What follows belongs to an exercise in optimizing a design on an open flow for small area and a short achievable clock period; a production flow would make more cautious choices. RTL that was checked went through simulation tests only; none was proved equivalent to the original. Power figures rest on the tool's default switching activity, not on a simulated workload.

==> build 58: inputs <==
// fp_addmul
module fp_addmul (
    input  wire        clk,
    input  wire        rst,
    input  wire        sub,
    input  wire [31:0] a,
    input  wire [31:0] b,
    output wire [31:0] add_result,
    output wire [31:0] mul_result
);
clock: 10.0 ns
lec_check: 0
cap_margin: 20
core_margin: 2
core_utilization: 62
cts_buf_list: sky130_fd_sc_hd__clkbuf_8
setup_slack_margin: 5
slew_margin: 20
synth_hierarchical: 1
synth_minimum_keep_size: 0
standard.sh (not shown) runs the stock make flow with config.mk's settings and CLKGATE_MAP_FILE= SYNTH_SCRIPT=/design/flow/synth_recipe.tcl, a recipe that flattens the netlist after the stock synthesis.
==> flow/flow/run.sh <==
#!/bin/bash
# Layout flow: the standard flow (standard.sh: the standard synthesis and
# ORFS layout steps, unchanged), except that the port buffers that ORFS's
# buffer_ports inserts are buf_2 cells instead of its default choice.
set -euo pipefail
export BUFFER_PORTS_ARGS="-buffer_cell sky130_fd_sc_hd__buf_2"
bash standard.sh > standard_flow.log 2>&1
==> build 14: changes against build 58 <==
--- a/flow/design.v
+++ b/flow/design.v
@@ -1,21 +1,21 @@
 `timescale 1ns / 1ps
 module s0_ok (input [30:0] a, input [30:0] b, output ok);
     wire inf_a = (a[30:23] == 8'hff) && (a[22:0] == 23'd0);
     wire inf_b = (b[30:23] == 8'hff) && (b[22:0] == 23'd0);
     assign ok = !(inf_a || inf_b);
 endmodule
-module s0_dif (input [30:0] a, input [30:0] b, input sub, output [7:0] m);
+module s0_dif (input [30:0] a, input [30:0] b, input sub, output [4:0] dp, output [4:0] dn);
     wire [7:0] ea = a[30:23];
     wire [7:0] eb = b[30:23];
     wire       z  = (b[22:0] == 23'd0);
-    wire [7:0] y  = sub ? eb : ~eb;
-    wire [7:0] t0 = ea + y;
-    wire [8:0] t1 = {ea, 1'b1} + {y, 1'b1};
-    assign m = (sub & z) ? t0 : t1[8:1];
+    wire [7:0] d1 = ea + (sub ? eb : ~eb) + {7'd0, sub ? ~z : 1'b1};           
+    wire [7:0] d2 = ~ea + (sub ? ~eb : eb) + {6'd0, sub ? {z, ~z} : 2'b01};    
+    assign dp = d1[4:0] | {5{|d1[7:5]}};
+    assign dn = d2[4:0] | {5{|d2[7:5]}};
 endmodule
 module s0_cmp (input [30:0] a, input [30:0] b, input sub, output gt, output eq);
     wire [7:0] ea = a[30:23];
     wire [7:0] eb = b[30:23];
     wire z     = (b[22:0] == 23'd0);
     wire [8:0] sab = {1'b0, ea} + {1'b0, eb};
     wire c8    = sab[8];                        
@@ -60,73 +60,74 @@
         assign one[k] = y1 ^ y0;
         assign two[k] = (y2 & ~y1 & ~y0) | (~y2 & y1 & y0);
     end endgenerate
 endmodule
 `timescale 1ns / 1ps
 module add_s1 (
     input  [22:0] a1, b1,
-    input  [7:0]  d1,       
-    input         gt1, gt1b, inv1,
+    input  [4:0]  dp1, dn1,
+    input         gt1, inv1,
     input  [4:0]  tz1,
     output [22:0] pa,       
     output [23:0] qs,       
     output        cin       
 );
     wire [22:0] p   = gt1 ? b1 : a1;
-    wire [22:0] q   = gt1 ? a1 : b1;      
+    wire [22:0] q   = gt1 ? a1 : b1;
     wire        ivp = inv1 & gt1;
     wire        ivq = inv1 & ~gt1;
     assign pa = p ^ {23{ivp}};
-    wire [22:0] bx  = b1 ^ {23{ivq}};
-    wire [7:0]  m   = gt1b ? d1 : ~d1;
-    wire [23:0] tp  = gt1b ? {1'b1, a1} : {2'b01, bx[22:1]};
-    wire [23:0] t0  = m[0] ? {1'b0, tp[23:1]} : tp;
-    wire [23:0] t1  = m[1] ? {2'b0, t0[23:2]} : t0;
-    wire [23:0] t2  = m[2] ? {4'b0, t1[23:4]} : t1;
-    wire [23:0] t3  = m[3] ? {8'b0, t2[23:8]} : t2;
-    wire [23:0] t4  = m[4] ? {16'b0, t3[23:16]} : t3;
-    wire        big = (|m[7:5]) | (m[4] & m[3]) | (~gt1 & (m[4:0] == 5'd23));    
+    wire [23:0] qv  = {1'b1, q ^ {23{ivq}}};
+    wire [4:0]  d1  = gt1 ? dp1 : dn1;
+    wire [23:0] t0  = d1[0] ? {1'b0, qv[23:1]} : qv;
+    wire [23:0] t1  = d1[1] ? {2'b0, t0[23:2]} : t0;
+    wire [23:0] t2  = d1[2] ? {4'b0, t1[23:4]} : t1;
+    wire [23:0] t3  = d1[3] ? {8'b0, t2[23:8]} : t2;
+    wire [23:0] t4  = d1[4] ? {16'b0, t3[23:16]} : t3;
+    wire        big = d1[4] & d1[3];    
     assign qs = big ? 24'd0 : t4;
-    assign cin = ivp | (ivq & ~big & (tz1 > m[4:0]));
+    assign cin = ivp | (ivq & ~big & (tz1 >= d1));
 endmodule
 `timescale 1ns / 1ps
 module add_s2 (
     input  [23:0] ma, mb,
     input         c,
     output [23:0] s
 );
     wire [24:0] t = {ma, c} + {mb, c};
     assign s = t[24:1];
 endmodule
 `timescale 1ns / 1ps
 module add_s3 (
     input  [23:0] s,
+    input  [7:0]  e,
+    input         v,
     output [23:0] mc,
-    output [4:0]  lzo
+    output [2:0]  lf,
+    output [7:0]  ef
 );
     reg [4:0] lz;
     integer i;
     always @(*) begin
         lz = 5'd24;
         for (i = 0; i < 24; i = i + 1)
             if (s[i]) lz = 5'd23 - i[4:0];
     end
-    assign mc  = s << {lz[4:3], 3'b000};
-    assign lzo = lz;
-endmodule
-module add_s4 (input [23:0] mc, input [4:0] lz, input [7:0] e, input v,
-               output [22:0] m, output [7:0] ef);
-    wire [23:0] n = mc << lz[2:0];
-    assign m  = n[22:0];
+    assign mc = s << {lz[4:3], 3'b000};
+    assign lf = lz[2:0];
     assign ef = v ? (e - {3'd0, lz}) : 8'd0;
 endmodule
+module add_s4 (input [23:0] mc, input [2:0] lf, output [22:0] m);
+    wire [23:0] n = mc << lf;
+    assign m = n[22:0];
+endmodule
 `timescale 1ns / 1ps
 `timescale 1ns / 1ps
 `timescale 1ns / 1ps
-module mul_s1 (input [22:0] a1, input [22:0] a1m, input [22:0] b1, input [11:0] bone, input [11:0] btwo,
+module mul_s1 (input [22:0] a1, input [22:0] b1, input [11:0] bone, input [11:0] btwo,
                output [137:0] rows);
     wire [24:0] mt_pp0;
     wire mt_q1;
     wire [24:0] mt_pp1;
     wire mt_q2;
     wire [24:0] mt_pp2;
     wire mt_q3;
@@ -1105,51 +1106,47 @@
     input  wire [31:0] a,
     input  wire [31:0] b,
     output wire [31:0] add_result,
     output wire [31:0] mul_result
 );
     wire       ok0, gt0, eq0, inv0, sa0, sm0;
     wire [7:0] em0;
-    wire [4:0] tz0;
-    wire [7:0] d0;
+    wire [4:0] tz0, dp0, dn0;
     wire [11:0] one0, two0;
     s0_ok    u_s0_ok   (.a(a[30:0]), .b(b[30:0]), .ok(ok0));
-    s0_dif   u_s0_dif  (.a(a[30:0]), .b(b[30:0]), .sub(sub), .m(d0));
+    s0_dif   u_s0_dif  (.a(a[30:0]), .b(b[30:0]), .sub(sub), .dp(dp0), .dn(dn0));
     s0_em    u_s0_em   (.a(a[30:0]), .b(b[30:0]), .em(em0));
     s0_cmp   u_s0_cmp  (.a(a[30:0]), .b(b[30:0]), .sub(sub), .gt(gt0), .eq(eq0));
     s0_misc  u_s0_misc (.a(a), .b(b), .sub(sub), .sa(sa0), .sm(sm0), .inv(inv0), .tz(tz0));
     s0_booth u_s0_booth (.f(b[22:0]), .one(one0), .two(two0));
     reg [22:0] a1, b1;
     reg [7:0]  ea1, em1;
-    reg [7:0]  d1;
+    reg [4:0]  dp1, dn1;
     reg        gt1, eq1, inv1, sa1, sm1;
     reg [4:0]  tz1;
     reg [11:0] one1, two1;
     reg        ok1;
-    reg [22:0] a1m;
-    reg        gt1b;
     always @(posedge clk or posedge rst) begin
-        if (rst) begin
-            ok1 <= 1'b0; a1 <= 23'd0; gt1 <= 1'b0;
-        end else begin
-            ok1 <= ok0; a1 <= a[22:0]; gt1 <= gt0;
-        end
+        if (rst)
+            ok1 <= 1'b0;
+        else
+            ok1 <= ok0;
     end
     always @(posedge clk) begin
-        a1m <= a[22:0]; b1 <= b[22:0]; ea1 <= a[30:23]; d1 <= d0; em1 <= em0;
-        gt1b <= gt0; eq1 <= eq0; inv1 <= inv0; sa1 <= sa0; sm1 <= sm0; tz1 <= tz0;
+        a1 <= a[22:0]; b1 <= b[22:0]; ea1 <= a[30:23]; dp1 <= dp0; dn1 <= dn0; em1 <= em0;
+        gt1 <= gt0; eq1 <= eq0; inv1 <= inv0; sa1 <= sa0; sm1 <= sm0; tz1 <= tz0;
         one1 <= one0; two1 <= two0;
     end
     wire [22:0] pa1;
     wire [23:0] qs1;
     wire        cin1;
-    add_s1 u_add_s1 (.a1(a1), .b1(b1), .d1(d1), .gt1(gt1), .gt1b(gt1b), .inv1(inv1), .tz1(tz1),
+    add_s1 u_add_s1 (.a1(a1), .b1(b1), .dp1(dp1), .dn1(dn1), .gt1(gt1), .inv1(inv1), .tz1(tz1),
                      .pa(pa1), .qs(qs1), .cin(cin1));
     wire [137:0] rows1;
-    mul_s1 u_mul_s1 (.a1(a1), .a1m(a1m), .b1(b1), .bone(one1), .btwo(two1), .rows(rows1));
+    mul_s1 u_mul_s1 (.a1(a1), .b1(b1), .bone(one1), .btwo(two1), .rows(rows1));
     reg [23:0] ma2, mb2;
     reg        c2;
     reg [7:0]  ea2;
     reg        sa2;
     reg        mz2, nz2;
     always @(posedge clk or posedge rst) begin
         if (rst) begin
@@ -1192,33 +1189,33 @@
     reg [24:0] p3;
     reg [7:0]  em3;
     reg        sm3;
     always @(posedge clk) begin
         p3 <= p2; em3 <= em2; sm3 <= sm2;
     end
     wire [23:0] mc3;
-    wire [4:0]  lz3;
-    add_s3 u_add_s3 (.s(s3), .mc(mc3), .lzo(lz3));
+    wire [2:0]  lf3;
+    wire [7:0]  ef3;
+    add_s3 u_add_s3 (.s(s3), .e(ea3), .v(v3), .mc(mc3), .lf(lf3), .ef(ef3));
     wire [31:0] mr3 = !nz3 ? 32'd0 : mz3 ? 32'h3f800000 :
                       {sm3, em3 + {7'd0, p3[24]}, p3[24] ? p3[23:1] : p3[22:0]};
     reg [23:0] mc4;
-    reg [4:0]  lz4;
-    reg [7:0]  ea4;
-    reg        sa4, v4;
+    reg [2:0]  lf4;
+    reg [7:0]  ef4;
+    reg        sa4;
     reg [31:0] mr4;
     always @(posedge clk or posedge rst) begin
         if (rst) begin
-            mc4 <= 24'd0; lz4 <= 5'd0; ea4 <= 8'd0; sa4 <= 1'b0; v4 <= 1'b0; mr4 <= 32'd0;
+            mc4 <= 24'd0; lf4 <= 3'd0; ef4 <= 8'd0; sa4 <= 1'b0; mr4 <= 32'd0;
         end else begin
-            mc4 <= mc3; lz4 <= lz3; ea4 <= ea3; sa4 <= sa3; v4 <= v3; mr4 <= mr3;
+            mc4 <= mc3; lf4 <= lf3; ef4 <= ef3; sa4 <= sa3; mr4 <= mr3;
         end
     end
     wire [22:0] m4;
-    wire [7:0]  ef4;
-    add_s4 u_add_s4 (.mc(mc4), .lz(lz4), .e(ea4), .v(v4), .m(m4), .ef(ef4));
+    add_s4 u_add_s4 (.mc(mc4), .lf(lf4), .m(m4));
     reg [31:0] ar5;
     always @(posedge clk or posedge rst) begin
         if (rst)
             ar5 <= 32'd0;
         else
             ar5 <= {sa4, ef4, m4};
     end
CORE_UTILIZATION = 55   (was 62)
CTS_BUF_LIST = unset   (was sky130_fd_sc_hd__clkbuf_8)
==> summary.txt <==
Clkbuf count: build 58 108; build 14 72
Final hold slack: build 58 322 ps; build 14 321 ps
Logic depth of the worst register-to-register path: build 58 9; build 14 6
Leakage: build 58 15.6 nW; build 14 15.4 nW
Worst r2r src: build 58 rows2[22]; build 14 a1[17]
Number of multi-input combinational cells: build 58 2,457; build 14 2,453
Non-Clock Inverter Count: build 58 137; build 14 142
Clock sink count: build 58 483; build 14 482
Status: build 58 finished clean; build 14 finished clean
Min-delay src: build 58 ea2[5]; build 14 em2[1]
Detail-routed via count per cell: build 58 6.39; build 14 6.16
First element of the critical path: build 58 rows2[22]; build 14 sub
Layout-stage area growth over the synthesis result: build 58 5.03%; build 14 5.22%
Number of flip-flops and latches: build 58 483; build 14 482
Synthesized instance count: build 58 3,378; build 14 3,369
Buffer and inverter count on the worst path: build 58 0; build 14 2
Routed vias: build 58 26,800; build 14 26,000
Number of global-route vias before repair: build 58 27,700; build 14 26,600
Post-placement cell area: build 58 35,900 um^2; build 14 35,900 um^2
Power per Cell Area: build 58 323 nW/um^2; build 14 316 nW/um^2
Net switching power: build 58 5.64 mW; build 14 5.42 mW
Required arrival time at the worst endpoint: build 58 10,510 ps; build 14 10,470 ps
CTS root buffer: build 58 clkbuf_8; build 14 clkbuf_16
NumNets Final: build 58 3,840; build 14 3,817
Largest fanout of any net on the critical path: build 58 5; build 14 17
Function not checked in build 14: the RTL went through the layout flow alone.

[afterwards: timing with drivers on the ports]
No port has a modelled driver above. Below, the same layouts with a new extraction and two added sets of constraints.
Step 1 assumes that a clkbuf_16 drives the clock port and a buf_2 every other input.
Step 2 adds t to the input delays and takes it off the output delays; t is the mean of the earliest and latest rising clock arrival at the registers after step 1. Input paths then give back, and output paths get back, about the clock's delay inside the block.
Three values: no drivers, after step 1, after step 2; two values: the first two.
run	t, ns	setup slack, ns	worst data-port slew with drivers (ns)
build 58	0.736	6.240 / 6.240 / 5.957	0.05
build 14	0.665	5.162 / 5.203 / 4.538	0.07
After both steps setup and hold are still met in every run listed. For build 14, which loses most, drivers alone change the setup slack by +0.041 ns; drivers and shift together by -0.624 ns.
